Background: an optimization exercise with open tools, aiming at small area. Do not read the settings as production practice. Function was checked by simulation only, so behaviour that the tests miss may differ from the original.

==> flow/design.v (outline; a module is shown in full before it is edited, if it fits) <==
// module c_inv: 1 lines
// module c_nand2: 1 lines
// module c_nor2: 1 lines
// module c_and2: 1 lines
// module c_or2: 1 lines
// module c_xor2: 1 lines
// module c_xnor2: 1 lines
// module c_a21oi: 1 lines
// module c_o21ai: 1 lines
// module c_mux2i: 1 lines
// module c_a21o: 1 lines
// module c_o21a: 1 lines
// module c_mux2: 1 lines
// module c_o22ai: 1 lines
// module alu_ctl: 31 lines
// module alu: 8249 lines
// module rf_aoi222: 3 lines
// module rf_nand4: 3 lines
// module rf_nand3: 3 lines
// module rf_or3: 3 lines
// module rf_or4: 3 lines
// module rf_dec: 21 lines
// module rf_rbit: 17 lines
// module rf_rbitk: 18 lines
// module cpu_register: 33 lines
// module cpuv1: 27 lines
module cpuv1(
    input logic clk,
    input logic [31:0] inst,
    output logic [31:0] result
);
  // ...
==> flow/run.sh <==
#!/bin/bash
# synth_recipe.tcl (not shown) runs the flow's synth.tcl, then flattens the netlist and writes it again
# the make line also repeats each setting of config.mk as NAME=value (left out here)
make -C /OpenROAD-flow-scripts/flow DESIGN_CONFIG=/design/flow/config.mk WORK_HOME=/design/flow/orfs CLKGATE_MAP_FILE= SYNTH_SCRIPT=/design/flow/synth_recipe.tcl finish
==> flow/config.mk <==
export PLATFORM = sky130hd
export DESIGN_NAME = cpuv1
export DESIGN_NICKNAME = cpuv1
export VERILOG_FILES = /design/flow/design.v
export SDC_FILE = /design/flow/constraint.sdc
export NUM_CORES = 4
export LEC_CHECK = 0
export CAP_MARGIN = 5
export CORE_MARGIN = 2
export CORE_UTILIZATION = 70
export CTS_BUF_LIST = sky130_fd_sc_hd__clkbuf_8
export GPL_TIMING_DRIVEN = 0
export SLEW_MARGIN = 5
export SYNTH_HIERARCHICAL = 1
==> flow/constraint.sdc <==
create_clock -name core_clock -period 130.0 [get_ports {clk}]
set_input_delay 26.0000 -clock core_clock [delete_from_list [all_inputs] [get_ports {clk}]]
set_output_delay 26.0000 -clock core_clock [all_outputs]
set_load 0.01 [all_outputs]
==> notes.md, run 1 <==
Placed Instance Area=70,200 sq um; outcome=stopped before the end; Post CTS Setup Buffer Count=14; post_cts resized=91; DP Worst Slack=-17.59 ns; worst_ep grt=result[27]; PortBufs=47; Clock Path Buffers=3; Mapped Nets=6,583; I/O pins=65; worst endpoint type=top-level output; Synth Warn #=7; Initial Util=0.705; clk root buf=clkbuf_8; synthesized area per cell=9.84 sq um; Last stage=global routing; Rows=111; synthesized area=64,400 sq um; # clock sinks=966; placed cells=7,947; CTS H-tree lvls=4; chip width=307 microns; HPWL after detailed placement=186 mm; Die Span Y=307 microns; CTS buffer count=131; CTS Hold Bufs=0; synthesized instance count=6,550; gp weighted congestion=1.08; tool error=[ERROR GRT-0232] Routing congestion too high. Check the congestion heatmap in the GUI.; largest net degree at the start of global routing=83
==> inputs of run 2 (changes only) <==
--- a/flow/config.mk
+++ b/flow/config.mk
@@ -9,3 +9,3 @@
 export CORE_MARGIN = 2
-export CORE_UTILIZATION = 70
+export CORE_UTILIZATION = 50
 export CTS_BUF_LIST = sky130_fd_sc_hd__clkbuf_8
==> run 2 against run 1 <==
  * Now clean on timing, DRC and antenna
  * Synthesized cell count did not move
  * Synthesized area did not move
==> notes.md, run 2 <==
CP endpoint kind=primary output; CTS tree=yes; final core occ=0.593; total wire length=280 mm; fillers=10.8k; Setup Viol. Count Final=0; Clock Path Buffers=3 (unchanged); PortBufs=47 (unchanged); clock skew=0.0319 ns; Mapped Nets=6,583 (unchanged); CTS Hold Bufs=0 (unchanged); fmax=7.94 MHz; max-capacitance violation count=0; Rows=131 (+18%); gp weighted congestion=0.989 (-8.3%); Placed Instance Area=71,200 sq um (+1.3%); latest clock arrival within the worst-skew pair=0.81 ns; Final Cell Area=75,700 sq um; Initial Util=0.505 (-0.200); most frequent cells in the layout=1,157 x o22ai_1, 928 x edfxtp_1, 640 x a222oi_1; gr usage total=0.408; CP required=104.00 ns; arrival time at the worst endpoint=99.94 ns; initial antenna violation count=20; R2R Path End=DATA[14][27]$_DFFE_PP_; Min-Delay Path Class=flop to flop; Vias=63.8k; full die area=132,000 sq um; WHS Path Cells=10; CORE AREA=128,000 sq um; Slew HR=0.0893; # clock sinks=966 (unchanged); CTS clk-pin slew, worst paths=0.07 ns; Most common cell on crit path=o22ai_1; first-pass GRT wire length=395 mm; synthesized area per cell=9.84 sq um (unchanged); Setup CP Type=input pin to primary output; final cell count without fillers=8,736; Final min period=125.94 ns; routed vias/inst=7.30; Residual DRC=0; Worst R2R Path Depth=321; Most flops, register=DATA; DRT iter0 DRCs=10.9k; Reg2Reg Setup Slack=56.72 ns; I/O pins=65 (unchanged); final antenna-violating net count=0; Final period util=0.969; hold path endpoint=DATA[32][1]$_DFF_P_; vias in the first global route=59.5k; Fin. Hold Viols=0; GR Overflow Total=0; CTS H-tree lvls=4 (unchanged); placed cells=8,430 (+6.1%); final slew viol count=0; TritonRoute pass-1 iters=13; Die Span Y=363 microns (+18%); share of layout cells above drive strength 1=0.113; most common cell after layout, fill and taps aside=o22ai_1; synthesized area=64,400 sq um (unchanged); outcome=complete, no violations; chip width=363 microns (+18%); max reg flops=966; clk root buf=clkbuf_8; hold path start=DATA[28][0]$_DFFE_PP_; Nets=6,993; worst slew pin tran=1.36 ns; largest net degree at the start of global routing=90; Crit-path slowest cell=or3_1; Synth Warn #=7 (unchanged); Startpoint Class=input pin; Area Overhead vs Synth=17.5%; crit path max fanout=25; WL/cell=32.0 microns; Top Registers=DATA: 966 flops; HPWL after detailed placement=191 mm (+2.5%); max incr delay on CP=0.70 ns; CTS buffer count=135 (+3.1%); R2R Path Start=DATA[32][35]$_DFF_P_; synthesized instance count=6,550 (unchanged)
-- run 2: worst max-delay path by stage --
stage | start | to | slack (ns)
6_report | inst[14] | result[18] | 4.06
5_1_grt | inst[17] | result[30] | -0.07
4_1_cts | inst[16] | result[30] | 0.08
3_5_place_dp | inst[16] | result[30] | -19.22
3_3_place_gp | inst[15] | result[31] | -23.24
2_1_floorplan | inst[13] | result[31] | 13.86
-- run 2: final cells by class --
type	count	area (sq um)	area share
antenna	3	7.51	0.0000992
buffer	56	327	0.00431
clock buffer	153	2110	0.0278
clock inverter	95	654	0.00864
inverter	351	1350	0.0178
multi-input combinational	5172	36500	0.482
sequential	966	28600	0.378
tap	1662	2080	0.0275
timing repair buffer	278	4060	0.0537
-- run 2: layer usage --
layer  GRT usage  routed length [microns]  vias to the layer above
li1            -                        -                    27853
met1       0.494                    97700                    30364
met2       0.638                   124000                     4468
met4       0.294                    23600                       12
met5     0.00908                      179                        -
met3      0.0983                    34400                     1103
-- run 2: stage by stage --
step                      setup TNS, ns  hold slack [ns]  worst slack [ns]
final                                 0             1.71              4.06
after global placement          -709.32             2.30            -23.24
after global routing             -0.267             1.82           -0.0661
after CTS                             0             1.70            0.0811
after detailed placement        -576.55             1.63            -19.22
after floorplan                       0             1.62             13.86
-- run 2: timing repair --
item / CTS / global route
buffers inserted: 16 / 42
setup endpoints to repair: 32 / 32
gates resized for setup: 105 / 139
pin swaps: 9 / 22
-- run 2: critical path, delay by kind of cell --
family	cells	cell delay, ns
XOR/XNOR	32	6.86
buffers and inverters	58	11.36
AO/OA/AOI/OAI	216	52.18
AND/OR/NAND/NOR	10	3.21
==> inputs of run 3 (changes only) <==
--- a/flow/config.mk
+++ b/flow/config.mk
@@ -9,3 +9,3 @@
 export CORE_MARGIN = 2
-export CORE_UTILIZATION = 50
+export CORE_UTILIZATION = 58
 export CTS_BUF_LIST = sky130_fd_sc_hd__clkbuf_8
==> run 3 against run 2 <==
  * Still clean on timing, DRC and antenna
  * Final cell count fell by 2.2%
  * Register-to-register slack got worse by 0.43 ns
  * Synthesized area stayed put
  * Hold slack improved by 0.037 ns
  * Critical endpoint is now result[31]
==> notes.md, run 3 <==
outcome=complete, no violations; Setup CP Type=input pin to primary output; worst slew pin tran=1.37 ns (+0.00703 ns); synthesized area per cell=9.84 sq um (unchanged); CP delay by family, top=compound AO/OA/AOI/OAI gates; Final period util=0.974 (+0.00510); vias in the first global route=60.3k (+1.3%); Synth Warn #=7 (unchanged); HPWL after detailed placement=188 mm (-1.6%); clock skew=0.0514 ns (+0.0195 ns); Setup Viol. Count Final=0 (unchanged); PortBufs=47 (unchanged); max incr delay on CP=0.77 ns (+0.07 ns); Rows=122 (-6.9%); crit path max fanout=22 (-12%); CTS tree=yes; # clock sinks=966 (unchanged); CTS clk-pin slew, worst paths=0.07 ns (about the same); Min-Delay Path Class=flop to flop; GR Overflow Total=0 (unchanged); largest net degree at the start of global routing=89 (-1.1%); final antenna-violating net count=0 (unchanged); chip width=337 microns (-7.1%); Residual DRC=0 (unchanged); full die area=114,000 sq um (-14%); synthesized area=64,400 sq um (unchanged); Area Overhead vs Synth=15.8%; final core occ=0.676 (+0.0831); Clock Path Buffers=3 (unchanged); Final min period=126.60 ns (+0.663 ns); Setup TNS=0 ns (unchanged); max reg flops=966 (unchanged); R2R Path Start=DATA[32][36]$_DFF_P_; CTS buffer count=135 (unchanged); worst path bufs/invs=59 (+1.7%); final slew viol count=0 (unchanged); Slew HR=0.0868 (-0.00249); gr usage total=0.468 (+0.0599); Initial Util=0.584 (+0.0792); total wire length=275 mm (-1.6%); WL/cell=32.2 microns (+0.55%); I/O pins=65 (unchanged); Most flops, register=DATA; latest clock arrival within the worst-skew pair=0.81 ns (about the same); Top Registers=DATA: 966 flops; DRT iter0 DRCs=12.0k (+10%); share of layout cells above drive strength 1=0.104 (-0.00871); Fin. Hold Viols=0 (unchanged); Most common cell on crit path=o22ai_1; most frequent cells in the layout=1,175 x o22ai_1, 928 x edfxtp_1, 640 x a222oi_1; initial antenna violation count=23 (+15%); fmax=7.90 MHz (-0.52%); Die Span Y=337 microns (-7.1%); hold path start=DATA[19][31]$_DFFE_PP_; Mapped Nets=6,583 (unchanged); CTS H-tree lvls=4 (unchanged); WHS Path Cells=9 (-1); Startpoint Class=input pin; Worst R2R Path Depth=318 (-0.93%); max-capacitance violation count=0 (unchanged); synthesized instance count=6,550 (unchanged); CTS Hold Bufs=0 (unchanged); arrival time at the worst endpoint=100.60 ns (+0.66 ns); routed vias/inst=7.57 (+3.7%); Reg2Reg Setup Slack=56.29 ns (-0.43 ns); Crit-path slowest cell=or3_1; R2R Path End=DATA[6][31]$_DFFE_PP_; gp weighted congestion=1.01 (+2.5%); hold path endpoint=DATA[32][31]$_DFF_P_; first-pass GRT wire length=389 mm (-1.4%); CP required=104.00 ns (about the same); clk root buf=clkbuf_8; Vias=64.7k (+1.4%); CORE AREA=110,000 sq um (-14%); most common cell after layout, fill and taps aside=o22ai_1; CP endpoint kind=primary output; Nets=6,982 (-0.16%); fillers=8,605 (-20%); TritonRoute pass-1 iters=21 (+8)
run 3: timing repair:
| item | 4_1_cts | 5_1_grt |
|---|---|---|
| gates cloned | 1 | 0 |
| pin swaps | 7 | 21 |
| resized for setup | 96 | 105 |
| setup endpoints to repair | 32 | 32 |
| setup buffers | 13 | 34 |
run 3: how the worst max path moves through the flow:
stage	depth (start not counted)	to	slack, ns	startpoint
finish	322	result[31]	3.40	inst[17]
floorplan	319	result[31]	13.86	inst[13]
detailed placement	322	result[31]	-16.93	inst[15]
global placement	318	result[30]	-22.25	inst[16]
CTS	322	result[31]	0.05	inst[17]
global route	322	result[31]	-0.31	inst[17]
run 3: final cells by class:
cell class	count	area, sq um	area share
well taps	1488	1860	0.0250
diodes	10	25.0	0.000335
multi-input cells	5173	36200	0.485
inverters	351	1330	0.0179
flip-flops and latches	966	28600	0.384
clock buffers	148	2040	0.0273
clock inverters	88	408	0.00547
plain buffers	56	327	0.00438
repair buffers	266	3830	0.0513
run 3: routing by layer:
metal / vias to the layer above / part of all wire / GRT usage
li1: 27771 / - / -
met1: 30166 / 0.33 / 0.543
met2: 5259 / 0.43 / 0.712
met3: 1510 / 0.14 / 0.146
met4: 16 / 0.10 / 0.389
met5: - / 0.00066 / 0
run 3: worst min-delay path: cells and delay by family (launching register included):
family / cells / cell delay (ns)
AO/OA/AOI/OAI: 3 / 0.39
XOR/XNOR: 2 / 0.51
buffers and inverters: 1 / 0.06
flip-flops: 1 / 0.35
AND/OR/NAND/NOR: 3 / 0.32
run 3: metrics by stage:
stage	instances	hold WS, ns	setup WS, ns	area [sq um]
after floorplan	6550	1.62	13.86	64400
after global placement	8085	2.14	-22.25	66800
after detailed placement	8257	1.63	-16.93	70700
after CTS	8502	1.66	0.0465	73800
after global routing	8537	1.82	-0.312	74600
final	8546	1.74	3.40	74600

==> port drivers added, routing unchanged <==
No port has a modelled driver above. Below, the same layouts with a new extraction and two added sets of constraints. Step 1 assumes that a clkbuf_16 drives the clock port and a buf_2 every other input. Step 2 moves the port delays by t, midway between the first and last clock arrival at a register: inputs arrive t later, outputs are due t later. That takes back most of the time a late clock gives input paths. Slacks: ideal / step 1 / step 2; pairs: ideal / step 1.
| run | t (ns) | setup WS [ns] | worst register clock-pin slew, ns |
|---|---|---|---|
| run 2 | 0.866 | 4.064 / 4.037 / 4.037 | 0.07 / 0.07 |
| run 3 | 0.848 | 3.401 / 3.370 / 3.370 | 0.10 / 0.10 |
After both steps setup and hold are still met in every run listed. For run 3, which loses most, drivers alone change the setup slack by -0.031 ns; drivers and shift together by -0.031 ns.
